Context: an optimization exercise on an open-source flow, tuned for small area, a short achievable clock period and few clock cycles. The choices shown serve that exercise and are no tape-out recipe. Function was checked by simulation only, so behaviour that the tests miss may differ from the original. Power figures rest on the tool's default switching activity, not on a simulated workload.

==> flow/design.v <==
module JAM (CLK, RST, W, J, Cost, MatchCount, MinCost, Valid);
input CLK;
input RST;
output reg [2:0] W;
output reg [2:0] J;
input [6:0] Cost;
output reg [3:0] MatchCount;
output reg [9:0] MinCost;
output reg Valid;
localparam ST_SCAN = 3'd0, ST_WAIT = 3'd1, ST_LAST = 3'd2,
           ST_READ = 3'd4, ST_DFSA = 3'd5, ST_DFSB = 3'd6, ST_DONE = 3'd7;
reg [2:0] st;
reg [2:0] row;           
reg [6:0] u  [0:7];      
reg [6:0] nv [0:7];      
reg [8:0] minv [0:7];    
reg [2:0] way [0:7];     
reg [7:0] vw;            
reg [2:0] p [0:7];       
reg [7:0] matched;
reg [7:0] used;          
reg [7:0] rowin;         
reg [7:0] todo;          
reg [6:0] uW;            
reg [2:0] j0;            
reg [8:0] delta;         
reg [6:0] D;             
reg [6:0] inc;           
reg [2:0] j1;
reg first;               
reg ph;                  
reg upd;                 
reg aug;                 
reg [2:0] ja;
reg [2:0] arow;
reg [7:0] abv;           
reg [7:0] candr;         
reg one;                 
reg s1v, s1l, s1r;
reg [6:0] s1c;
reg [6:0] s1p;
reg [2:0] s1j, s1w;
reg s2v, s2l;
reg [8:0] s2c, s2m;
reg [2:0] s2j, s2w;
reg s2r;
reg pend;                
reg [1:0] pcr;
reg s3l;
integer k;
function [3:0] lowest;
    input [7:0] m;
    integer i;
    begin
        lowest = 4'b1000;
        for (i = 7; i >= 0; i = i - 1)
            if (m[i]) lowest = i;
    end
endfunction
function single;
    input [7:0] m;
    reg a, b, ma, mb;
    begin
        a = |m[3:0];
        b = |m[7:4];
        ma = (m[0] & m[1]) | (m[2] & m[3]) | ((m[0] | m[1]) & (m[2] | m[3]));
        mb = (m[4] & m[5]) | (m[6] & m[7]) | ((m[4] | m[5]) & (m[6] | m[7]));
        single = ~(ma | mb | (a & b));
    end
endfunction
wire [3:0] nx = lowest(todo);
wire [9:0] cur = {3'b0, s1c} + {3'b0, s1p} + {3'b0, D} - {3'b0, uW};
wire lt = s2c < s2m;
wire c1 = s2c < delta;
wire c2 = s2m < delta;
wire take = lt ? c1 : c2;
wire [8:0] mnew = lt ? s2c : s2m;
wire [7:0] used_j = used | (8'd1 << j1);
wire [3:0] fj = lowest(~used_j);
wire [2:0] pj = p[j1];
reg [7:0] avail [0:7];
reg [7:0] blk;
reg dead, allone;
reg [7:0] cand;
always @(*) begin
    blk = 8'd0;
    dead = 1'b0;
    allone = 1'b1;
    for (k = 0; k < 8; k = k + 1) begin
        avail[k] = minv[k][7:0] & ~used;
        if (!single(avail[k])) allone = 1'b0;
        if (k > W) begin
            if (avail[k] == 8'd0) dead = 1'b1;
            if (single(avail[k])) blk = blk | avail[k];
        end
    end
    cand = dead ? 8'd0 : (avail[W] & ~blk & abv);
end
wire [3:0] cfirst = lowest(candr);
wire [2:0] sprev = way[W - 3'd1];
wire [1:0] pc = single(candr) ? {1'b0, |candr} : 2'd2;
reg [7:0] above;
always @(*)
    for (k = 0; k < 8; k = k + 1)
        above[k] = (k > sprev);
wire [2:0] sprev2 = way[W - 3'd2];
reg [7:0] above2;
always @(*)
    for (k = 0; k < 8; k = k + 1)
        above2[k] = (k > sprev2);
wire rest1 = |(minv[W - 3'd1][7:0] & ~(used & ~(8'd1 << sprev)) & above);
reg rest1r;
wire pop2 = !rest1r && (W >= 3'd2);
always @(posedge CLK) begin
    if (RST) begin
        st <= ST_SCAN;
        row <= 3'd0;
        W <= 3'd0;
        J <= 3'd0;
        todo <= 8'hfe;
        uW <= 7'd0;
        first <= 1'b1;
        ph <= 1'b1;
        upd <= 1'b0;
        aug <= 1'b0;
        delta <= 9'h1ff;
        D <= 7'd0;
        used <= 8'd0;
        rowin <= 8'd0;
        matched <= 8'd0;
        s1v <= 1'b0;
        s1r <= 1'b0;
        s2v <= 1'b0;
        s3l <= 1'b0;
        MinCost <= 10'd0;
        MatchCount <= 4'd0;
        Valid <= 1'b0;
        for (k = 0; k < 8; k = k + 1) begin
            u[k] <= 7'd0;
            nv[k] <= 7'd0;
        end
    end else begin
        upd <= 1'b0;
        if (upd) begin
            for (k = 0; k < 8; k = k + 1) begin
                if (used[k] && k != j1)
                    nv[k] <= nv[k] + inc;
                if (rowin[k] && (k != W || st == ST_LAST))
                    u[k] <= u[k] + inc;
            end
            MinCost <= MinCost + {3'd0, inc};
            uW <= u[W];
            delta <= 9'h1ff;
        end
        if (aug) begin
            matched[ja] <= 1'b1;
            if (vw[ja]) aug <= 1'b0;
        end
        s1v <= (st == ST_SCAN);
        s1r <= (st == ST_READ);
        s2v <= s1v;
        s3l <= s2v && s2l;
        if (s2v && take)
            delta <= mnew;
        if (s1r && s1j == 3'd7)
            uW <= u[s1w + 3'd1];
        case (st)
        ST_SCAN: begin
            if (ph) begin
                ph <= 1'b0;
                used <= 8'd0;
                rowin <= 8'd1 << row;
            end
            if (todo == 8'd0)
                st <= ST_WAIT;
            else begin
                J <= nx[2:0];
                todo <= todo & ~(8'd1 << nx[2:0]);
            end
        end
        ST_WAIT: begin
            if (s3l) begin
                first <= 1'b0;
                inc <= delta[6:0] - D;
                D <= delta[6:0];
                upd <= 1'b1;
                if (matched[j1]) begin
                    used <= used_j;
                    rowin[pj] <= 1'b1;
                    W <= pj;
                    J <= fj[2:0];
                    todo <= ~used_j & ~(8'd1 << fj[2:0]);
                    st <= ST_SCAN;
                end else begin
                    first <= 1'b1;
                    D <= 7'd0;
                    if (row == 3'd7) begin
                        st <= ST_LAST;
                    end else begin
                        aug <= 1'b1;
                        ph <= 1'b1;
                        row <= row + 3'd1;
                        W <= row + 3'd1;
                        J <= j1;
                        todo <= ~(8'd1 << j1);
                        st <= ST_SCAN;
                    end
                end
            end
        end
        ST_LAST: begin
            used <= 8'd0;
            W <= 3'd0;
            J <= 3'd0;
            st <= ST_READ;
        end
        ST_READ: begin
            if ({W, J} == 6'd0)
                uW <= u[0];
            {W, J} <= {W, J} + 6'd1;
            if ({W, J} == 6'd63) begin
                W <= 3'd0;
                st <= ST_DFSA;
            end
        end
        ST_DFSA: begin
            if (pend)
                MatchCount <= MatchCount + {2'b0, pcr};
            if (!s2r)
                st <= ST_DFSB;
        end
        ST_DFSB: begin
            st <= ST_DFSA;
            if (one) begin
                MatchCount <= 4'd1;
                st <= ST_DONE;
                Valid <= 1'b1;
            end else if (candr != 8'd0 && W != 3'd6) begin
                used <= used | (8'd1 << cfirst[2:0]);
                W <= W + 3'd1;
            end else if (W == 3'd0 || (W == 3'd1 && !rest1r)) begin
                st <= ST_DONE;
                Valid <= 1'b1;
            end else if (pop2) begin
                used <= used & ~(8'd1 << sprev) & ~(8'd1 << sprev2);
                W <= W - 3'd2;
            end else begin
                used <= used & ~(8'd1 << sprev);
                W <= W - 3'd1;
            end
        end
        default: begin
            Valid <= 1'b1;
        end
        endcase
    end
end
always @(posedge CLK) begin
    s1l <= (todo == 8'd0);
    s1c <= Cost;
    s1p <= nv[J];
    s1j <= J;
    s1w <= W;
    s2l <= s1l;
    s2c <= cur[8:0];
    s2m <= first ? 9'h1ff : minv[s1j];
    s2j <= s1j;
    s2w <= s1w;
    s2r <= s1r;
    if (s2r)
        minv[s2w][s2j] <= (s2c == 9'd0);
    if (s2v) begin
        minv[s2j] <= mnew;
        if (!first && lt) begin
            vw[s2j] <= 1'b0;
            way[s2j] <= j0;
        end
        if (take)
            j1 <= s2j;
    end
    if (aug) begin
        p[ja] <= vw[ja] ? arow : p[way[ja]];
        ja <= way[ja];
    end
    if (st == ST_WAIT && s3l) begin
        if (first)
            vw <= 8'hff;
        if (matched[j1])
            j0 <= j1;
        else begin
            ja <= j1;
            arow <= row;
        end
    end
    if (st == ST_READ) begin
        abv <= 8'hff;
        one <= 1'b1;
    end
    pend <= (st == ST_DFSB) && (W == 3'd6);
    pcr <= pc;
    if (st == ST_DFSA && !s2r) begin
        candr <= cand;
        rest1r <= rest1;
        one <= one && allone;
    end
    if (st == ST_DFSB) begin
        one <= 1'b0;
        if (pop2 && (W == 3'd6 || candr == 8'd0))
            abv <= above2;
        else if (W == 3'd6 || candr == 8'd0)
            abv <= above;
        else begin
            way[W] <= cfirst[2:0];
            abv <= 8'hff;
        end
    end
end
endmodule
clock: 5.0 ns
lec_check: 0
abc_area: 1
cap_margin: 20
core_margin: 2
core_utilization: 40
setup_slack_margin: 2.4
slew_margin: 20
run.sh (not shown) runs the stock make flow with config.mk's settings and CLKGATE_MAP_FILE= SYNTH_SCRIPT=/design/flow/synth_recipe.tcl, a recipe that flattens the netlist after the stock synthesis.
Testbench counts at the start, summed over its fixed seeds: cycles 4,320.
Next try:
--- a/flow/design.v
+++ b/flow/design.v
@@ -21,7 +21,6 @@
 reg [7:0] used;          
 reg [7:0] rowin;         
 reg [7:0] todo;          
-reg [6:0] uW;            
 reg [2:0] j0;            
 reg [8:0] delta;         
 reg [6:0] D;             
@@ -38,7 +37,7 @@
 reg one;                 
 reg s1v, s1l, s1r;
 reg [6:0] s1c;
-reg [6:0] s1p;
+reg [7:0] s1p;           
 reg [2:0] s1j, s1w;
 reg s2v, s2l;
 reg [8:0] s2c, s2m;
@@ -69,7 +68,7 @@
     end
 endfunction
 wire [3:0] nx = lowest(todo);
-wire [9:0] cur = {3'b0, s1c} + {3'b0, s1p} + {3'b0, D} - {3'b0, uW};
+wire [9:0] cur = {3'b0, s1c} + {{2{s1p[7]}}, s1p} + {3'b0, D};
 wire lt = s2c < s2m;
 wire c1 = s2c < delta;
 wire c2 = s2m < delta;
@@ -103,14 +102,6 @@
 always @(*)
     for (k = 0; k < 8; k = k + 1)
         above[k] = (k > sprev);
-wire [2:0] sprev2 = way[W - 3'd2];
-reg [7:0] above2;
-always @(*)
-    for (k = 0; k < 8; k = k + 1)
-        above2[k] = (k > sprev2);
-wire rest1 = |(minv[W - 3'd1][7:0] & ~(used & ~(8'd1 << sprev)) & above);
-reg rest1r;
-wire pop2 = !rest1r && (W >= 3'd2);
 always @(posedge CLK) begin
     if (RST) begin
         st <= ST_SCAN;
@@ -118,7 +109,6 @@
         W <= 3'd0;
         J <= 3'd0;
         todo <= 8'hfe;
-        uW <= 7'd0;
         first <= 1'b1;
         ph <= 1'b1;
         upd <= 1'b0;
@@ -149,7 +139,6 @@
                     u[k] <= u[k] + inc;
             end
             MinCost <= MinCost + {3'd0, inc};
-            uW <= u[W];
             delta <= 9'h1ff;
         end
         if (aug) begin
@@ -162,8 +151,6 @@
         s3l <= s2v && s2l;
         if (s2v && take)
             delta <= mnew;
-        if (s1r && s1j == 3'd7)
-            uW <= u[s1w + 3'd1];
         case (st)
         ST_SCAN: begin
             if (ph) begin
@@ -215,8 +202,6 @@
             st <= ST_READ;
         end
         ST_READ: begin
-            if ({W, J} == 6'd0)
-                uW <= u[0];
             {W, J} <= {W, J} + 6'd1;
             if ({W, J} == 6'd63) begin
                 W <= 3'd0;
@@ -235,15 +220,15 @@
                 MatchCount <= 4'd1;
                 st <= ST_DONE;
                 Valid <= 1'b1;
-            end else if (candr != 8'd0 && W != 3'd6) begin
+            end else if (W == 3'd6) begin
+                W <= 3'd5;
+                used <= used & ~(8'd1 << sprev);
+            end else if (candr != 8'd0) begin
                 used <= used | (8'd1 << cfirst[2:0]);
                 W <= W + 3'd1;
-            end else if (W == 3'd0 || (W == 3'd1 && !rest1r)) begin
+            end else if (W == 3'd0) begin
                 st <= ST_DONE;
                 Valid <= 1'b1;
-            end else if (pop2) begin
-                used <= used & ~(8'd1 << sprev) & ~(8'd1 << sprev2);
-                W <= W - 3'd2;
             end else begin
                 used <= used & ~(8'd1 << sprev);
                 W <= W - 3'd1;
@@ -258,7 +243,7 @@
 always @(posedge CLK) begin
     s1l <= (todo == 8'd0);
     s1c <= Cost;
-    s1p <= nv[J];
+    s1p <= {1'b0, nv[J]} - {1'b0, u[W]};
     s1j <= J;
     s1w <= W;
     s2l <= s1l;
@@ -300,14 +285,11 @@
     pcr <= pc;
     if (st == ST_DFSA && !s2r) begin
         candr <= cand;
-        rest1r <= rest1;
         one <= one && allone;
     end
     if (st == ST_DFSB) begin
         one <= 1'b0;
-        if (pop2 && (W == 3'd6 || candr == 8'd0))
-            abv <= above2;
-        else if (W == 3'd6 || candr == 8'd0)
+        if (W == 3'd6 || candr == 8'd0)
             abv <= above;
         else begin
             way[W] <= cfirst[2:0];
Result: The changed run went through all stages and came out clean. First-iteration DRC count fell by 21%. Power rose by 68%. Synthesized area fell by 5.3%. Cell count fell by 8.4%. Non-clock buffer count rose by 2. Hold slack stays flat. Die area fell by 5.2%. Wire length fell by 15%. Via count fell by 11%. Register-to-register slack improves by 0.19 ns. Clock-buffer cell count fell by 2. Clock power fell by 6.7%.
Testbench counts after the change, summed over its fixed seeds: cycles 4,446.

## afterwards: timing with drivers on the ports
The results above use ideal ports. As a check the final layouts listed here were re-extracted and re-timed, cells and wires unchanged. Step 1 sets driving cells, clkbuf_16 on the clock port and buf_2 on the other inputs (assumed; they add their load-dependent delay and slew). Step 2 also shifts input and output timing later by t, the mid clock arrival at the registers, as if the neighbouring blocks saw the same clock. Slacks: ideal ports / drivers / drivers and shift; pairs: ideal ports / drivers.
run	shift t [ns]	slack for setup (ns)	worst setup path at the end	slew at the worst register clock pin (ns)	worst slew at a driven data input, ns
the first run	0.662	2.207 / 2.207 / 2.035	input to register	0.07 / 0.07	0.03
the second run	0.669	2.393 / 2.381 / 2.153	input to register	0.07 / 0.07	0.04
After both steps every run listed still meets setup and hold. The setup slack of the second run, which loses most, moves by -0.012 ns with the drivers and by -0.240 ns with both steps.
